What follows belongs to an exercise in optimizing a design on an open flow for small area; a production flow would make more cautious choices. Only simulation tests tie the RTL to the original design; equivalence was not proved. The flow treats the clock pin as an ideal source, which a real chip does not have. Power is estimated from default activity; no workload was simulated.

Setup of red:
## uart_apb_master
module uart_apb_master(
input wire PCLK,
input wire PRESETn,
output wire o_uart_tx,
input wire i_uart_rx,
output wire PSEL,
output wire PENABLE,
output wire PWRITE,
input wire PREADY,
input wire PSLVERR,
output wire [31:0] PADDR,
output wire [31:0] PWDATA,
input wire [31:0] PRDATA
);
For scale: about 220 cells after synthesis, ~110 I/O pins, about 3200 µm² of cells after synthesis.
export LEC_CHECK = 0
export CAP_MARGIN = 20
export CORE_MARGIN = 2
export CORE_UTILIZATION = 75
export SLEW_MARGIN = 20
create_clock -name core_clock -period 20.0 [get_ports {PCLK}]
standard.sh (not shown) runs the stock make flow with config.mk's settings and CLKGATE_MAP_FILE= SYNTH_SCRIPT=/design/flow/synth_recipe.tcl, a recipe that flattens the netlist after the stock synthesis.
==> flow/flow/run.sh <==
#!/bin/bash
# Standard synthesis, then an area-oriented re-mapping of its combinational
# logic (registers untouched), then the standard ORFS layout with buf_1 port
# buffers and a clock tree without dummy loads.
set -euo pipefail
R=orfs/results/sky130hd/uart_apb_master/base
LIB=$FLOW_HOME/platforms/sky130hd/lib/sky130_fd_sc_hd__tt_025C_1v80.lib

bash standard.sh synth > flow_synth.log 2>&1

cp $LIB lib.lib
yosys -q -p "read_liberty -ignore_miss_func lib.lib; write_verilog -noattr models_all.v" > models.log 2>&1
awk '/^module /{buf=""; keep=1} {buf=buf $0 "\n"} /always|^ *reg /{keep=0} /^endmodule/{if(keep) printf "%s", buf}' models_all.v > comb_models.v
cp $R/1_2_yosys.v std.v
yosys -s flow/resyn.ys > resyn.log 2>&1
cp new.v $R/1_2_yosys.v
rm -f $R/1_synth.odb $R/1_synth.sdc

bash standard.sh \
  BUFFER_PORTS_ARGS="-buffer_cell sky130_fd_sc_hd__buf_1" \
  CTS_ARGS="${X_CTS_ARGS:--sink_clustering_enable -repair_clock_nets -dont_use_dummy_load -buf_list sky130_fd_sc_hd__clkbuf_4}" \
  PRE_GLOBAL_PLACE_TCL="$PWD/flow/downsize.tcl" \
  POST_CTS_TCL="$PWD/flow/post_cts.tcl" \
  finish > flow_make.log 2>&1
==> flow/flow/post_cts.tcl <==
# Upsize the clock tree's leaf buffers that drive more than 10 register clock
# pins from clkbuf_4 to clkbuf_8, to keep the clock-pin slew well under limit.
set block [ord::get_db_block]
set db [ord::get_db]
set clk [$block findNet PCLK]
foreach it [$clk getITerms] {
  set root [$it getInst]
  if {![string match "*clkbuf*" [[$root getMaster] getName]]} continue
  foreach rt [$root getITerms] {
    if {[[$rt getMTerm] getIoType] ne "OUTPUT"} continue
    foreach lt [[$rt getNet] getITerms] {
      set leaf [$lt getInst]
      if {$leaf eq $root || ![string match "*clkbuf*" [[$leaf getMaster] getName]]} continue
      foreach ot [$leaf getITerms] {
        if {[[$ot getMTerm] getIoType] ne "OUTPUT"} continue
        set n [expr {[llength [[$ot getNet] getITerms]] - 1}]
        if {$n > 10} {
          $leaf swapMaster [$db findMaster sky130_fd_sc_hd__clkbuf_8]
          puts "post_cts: [$leaf getName] drives $n pins, now clkbuf_8"
        }
      }
    }
  }
}
detailed_placement
estimate_parasitics -placement
==> flow/flow/resyn.abc <==
&get -n
&st
&deepsyn -J 2000 -T 100
&dch -f
&nf -R 1000
&put
==> flow/flow/resyn.ys <==
# Re-map the combinational logic of the standard synthesis netlist for area.
# Registers are liberty black boxes here, so they keep their cells and names.
read_liberty -lib lib.lib
read_verilog -overwrite comb_models.v
read_verilog std.v
hierarchy -top uart_apb_master
flatten
rename -hide w:*.*
techmap
opt_expr
opt_clean -purge
abc -liberty lib.lib -dont_use *probe* -dont_use *lpflow* -script flow/resyn.abc
read_liberty -lib -overwrite lib.lib
opt_clean -purge
splitnets
opt_clean -purge
hilomap -singleton -hicell sky130_fd_sc_hd__conb_1 HI -locell sky130_fd_sc_hd__conb_1 LO
opt_clean -purge
check -assert -mapped
stat -liberty lib.lib
write_verilog -noattr -nohex -nodec new.v
Other scripts of this flow, unchanged in this note and not shown: flow/flow/downsize.tcl
--- input diff red..blue ---
diff --git a/flow/flow/run.sh b/flow/flow/run.sh
--- a/flow/flow/run.sh
+++ b/flow/flow/run.sh
@@ -15,2 +15,17 @@
-yosys -s flow/resyn.ys > resyn.log 2>&1
-cp new.v $R/1_2_yosys.v
+# four seeds of the re-mapping in parallel; keep the smallest netlist
+for S in 0 7 33 61; do
+  mkdir -p rs_$S
+  sed "s/SEED/$S/" flow/resyn.abc > rs_$S/resyn.abc
+  (cd rs_$S && yosys -s ../flow/resyn.ys > resyn.log 2>&1) &
+done
+wait
+best=""
+for S in 0 7 33 61; do
+  a=$(grep "Chip area" rs_$S/resyn.log | tail -1 | awk '{print $NF}') || true
+  echo "seed $S area ${a:-failed}" >> resyn_pick.log
+  if [[ -n "$a" && -f rs_$S/new.v ]] && { [[ -z "$best" ]] || awk -v x="$a" -v y="$ba" 'BEGIN{exit !(x<y)}'; }; then
+    best=$S; ba=$a
+  fi
+done
+echo "picked seed $best" >> resyn_pick.log
+cp rs_$best/new.v $R/1_2_yosys.v
diff --git a/flow/flow/post_cts.tcl b/flow/flow/post_cts.tcl
--- a/flow/flow/post_cts.tcl
+++ b/flow/flow/post_cts.tcl
@@ -1,2 +0,0 @@
-# Upsize the clock tree's leaf buffers that drive more than 10 register clock
-# pins from clkbuf_4 to clkbuf_8, to keep the clock-pin slew well under limit.
@@ -4,0 +3,13 @@
+estimate_parasitics -placement
+proc leaf_slew {net} {
+  set worst 0
+  foreach it [$net getITerms] {
+    if {[[$it getMTerm] getIoType] ne "INPUT"} continue
+    set pin [get_pins "[[$it getInst] getName]/[[$it getMTerm] getName]"]
+    foreach p {slew_max_rise slew_max_fall} {
+      set s [get_property $pin $p]
+      if {$s > $worst} { set worst $s }
+    }
+  }
+  return $worst
+}
@@ -15,0 +27 @@
+        set s [leaf_slew [$ot getNet]]
@@ -17 +29 @@
-        if {$n > 10} {
+        if {$s > 0.095} {
@@ -19 +31,3 @@
-          puts "post_cts: [$leaf getName] drives $n pins, now clkbuf_8"
+          puts "post_cts: [$leaf getName] drives $n pins, estimated slew $s ns, now clkbuf_8"
+        } else {
+          puts "post_cts: [$leaf getName] drives $n pins, estimated slew $s ns, kept"
==> flow/flow/resyn.abc <==
&get -n
&st
&deepsyn -T 100 -S SEED
&dch -f
&nf -R 1000
&put
diff --git a/flow/flow/resyn.ys b/flow/flow/resyn.ys
--- a/flow/flow/resyn.ys
+++ b/flow/flow/resyn.ys
@@ -3,3 +3,3 @@
-read_liberty -lib lib.lib
-read_verilog -overwrite comb_models.v
-read_verilog std.v
+read_liberty -lib ../lib.lib
+read_verilog -overwrite ../comb_models.v
+read_verilog ../std.v
@@ -12,2 +12,2 @@
-abc -liberty lib.lib -dont_use *probe* -dont_use *lpflow* -script flow/resyn.abc
-read_liberty -lib -overwrite lib.lib
+abc -liberty ../lib.lib -dont_use *probe* -dont_use *lpflow* -script resyn.abc
+read_liberty -lib -overwrite ../lib.lib
@@ -20 +20 @@
-stat -liberty lib.lib
+stat -liberty ../lib.lib
### Flow results
blue ended with every stage complete and zero timing, DRC or antenna violations.
Summary of blue over red: netlist area before placement flat; worst setup slack down 0.017 ns; via count of the first global-routing pass up 80; via count up 95; critical path depth up 1.
Delta(post-synthesis to final-layout area growth, blue - red) > 0
Worst hold slack in blue is 0.016 ns higher than in red
On total length of routed wires, the lower figure sits with red, not blue.
Utilization after layout across red and blue: no real change.
[inputs] green vs blue
==> flow/flow/post_cts.tcl <==
# Upsize the clock tree's leaf buffers that drive more than 10 register clock
# pins from clkbuf_4 to clkbuf_8, to keep the clock-pin slew well under limit.
set block [ord::get_db_block]
set db [ord::get_db]
set clk [$block findNet PCLK]
foreach it [$clk getITerms] {
  set root [$it getInst]
  if {![string match "*clkbuf*" [[$root getMaster] getName]]} continue
  foreach rt [$root getITerms] {
    if {[[$rt getMTerm] getIoType] ne "OUTPUT"} continue
    foreach lt [[$rt getNet] getITerms] {
      set leaf [$lt getInst]
      if {$leaf eq $root || ![string match "*clkbuf*" [[$leaf getMaster] getName]]} continue
      foreach ot [$leaf getITerms] {
        if {[[$ot getMTerm] getIoType] ne "OUTPUT"} continue
        set n [expr {[llength [[$ot getNet] getITerms]] - 1}]
        if {$n > 10} {
          $leaf swapMaster [$db findMaster sky130_fd_sc_hd__clkbuf_8]
          puts "post_cts: [$leaf getName] drives $n pins, now clkbuf_8"
        }
      }
    }
  }
}
detailed_placement
estimate_parasitics -placement
Results
Looking at the reports, green completed the entire flow and the layout it produced met the timing, design-rule and antenna checks.
Against blue, power per cell area in green fell slightly.
green vs blue: routed wire length per instance down
Compared with blue, green has less setup slack.
On worst endpoint data arrival time, green and blue are basically level.

========
## lane 1
uart_apb_master, a different RTL version from the one above (not shown whole).
Size: about 86 flip-flops, ~110 I/O pins.
export LEC_CHECK = 0
export CAP_MARGIN = 20
export CORE_MARGIN = 2
export CORE_UTILIZATION = 40
export SLEW_MARGIN = 20
create_clock -name core_clock -period 20.0 [get_ports {PCLK}]
==> flow/flow/run.sh <==
#!/bin/bash
# Standard ORFS layout; only the port buffer cell and the clock tree options differ.
set -euo pipefail
bash standard.sh \
  BUFFER_PORTS_ARGS="-buffer_cell sky130_fd_sc_hd__buf_1" \
  CTS_ARGS="-sink_clustering_enable -repair_clock_nets -dont_use_dummy_load" \
  finish > flow_make.log 2>&1
Lane 1: done, clean on timing, DRC and antenna
Input changes introduced in lane 2 (baseline for comparison: lane 1):
==> flow/run.sh (new file) <==
#!/bin/bash
# synth_recipe.tcl (not shown) runs the flow's synth.tcl, then flattens the netlist and writes it again
# the make line also repeats each setting of config.mk as NAME=value (left out here)
make -C /OpenROAD-flow-scripts/flow DESIGN_CONFIG=/design/flow/config.mk WORK_HOME=/design/flow/orfs CLKGATE_MAP_FILE= SYNTH_SCRIPT=/design/flow/synth_recipe.tcl finish
removed: flow/flow/run.sh
removed: flow/standard.sh
Notes after the runs:
Going from lane 1 to lane 2, total power after layout grew by more than 10%. Fmax: lane 2 < lane 1. Looking at combined global-route utilization of all metal layers, lane 2 sits above lane 1. From lane 2 to lane 1, number of cells upsized or downsized after cts did not move at all. [lane 2 vs lane 1] core utilization of the finished layout: higher in lane 2. Summary of lane 2 over lane 1: number of top-level design ports held steady, post-detailed-routing wire length moved up. The synthesis-to-layout area growth in lane 2 was higher than what lane 1 gave. Looking at register-to-register slack across lane 1 and lane 2, the one that comes out higher is lane 1. Maximum number of pins on one net before global-route repair (lane 2 vs. lane 1) decreases by more than a quarter. Lane 2: final worst-path cycle share higher than lane 1.

-- re-timing with driven ports --
Ports are ideal in the flow. The routed layouts listed here were re-timed in OpenROAD. Step 1, drivers: a clkbuf_16 drives PCLK and a buf_2 each remaining input, both assumed. Step 2 adds t to the input delays and takes it off the output delays; t is the mean of the earliest and latest rising clock arrival at the registers after step 1. Input paths then give back, and output paths get back, about the clock's delay inside the block. Slacks: ideal / step 1 / step 2; pairs: ideal / step 1.
| run | shift t [ns] | slack for setup (ns) | worst setup path at the end | clock arrival spread, ns | worst data-port slew with drivers (ns) |
|---|---|---|---|---|---|
| red | 0.448 | 13.587 / 13.560 / 14.008 | register to output | 0.033 / 0.033 | 0.06 |
| blue | 0.450 | 13.569 / 13.542 / 13.586 | input to register | 0.035 / 0.035 | 0.05 |
| green | 0.463 | 13.566 / 13.540 / 13.522 | input to register | 0.049 / 0.049 | 0.05 |
| lane 1 | 0.370 | 13.481 / 13.448 / 13.818 | register to output | 0.026 / 0.026 | 0.04 |
| lane 2 | 0.373 | 13.127 / 13.097 / 13.470 | register to output | 0.010 / 0.010 | 0.04 |
After both steps every run listed still meets setup and hold. For green, which loses most, drivers alone change the setup slack by -0.026 ns; drivers and shift together by -0.044 ns.
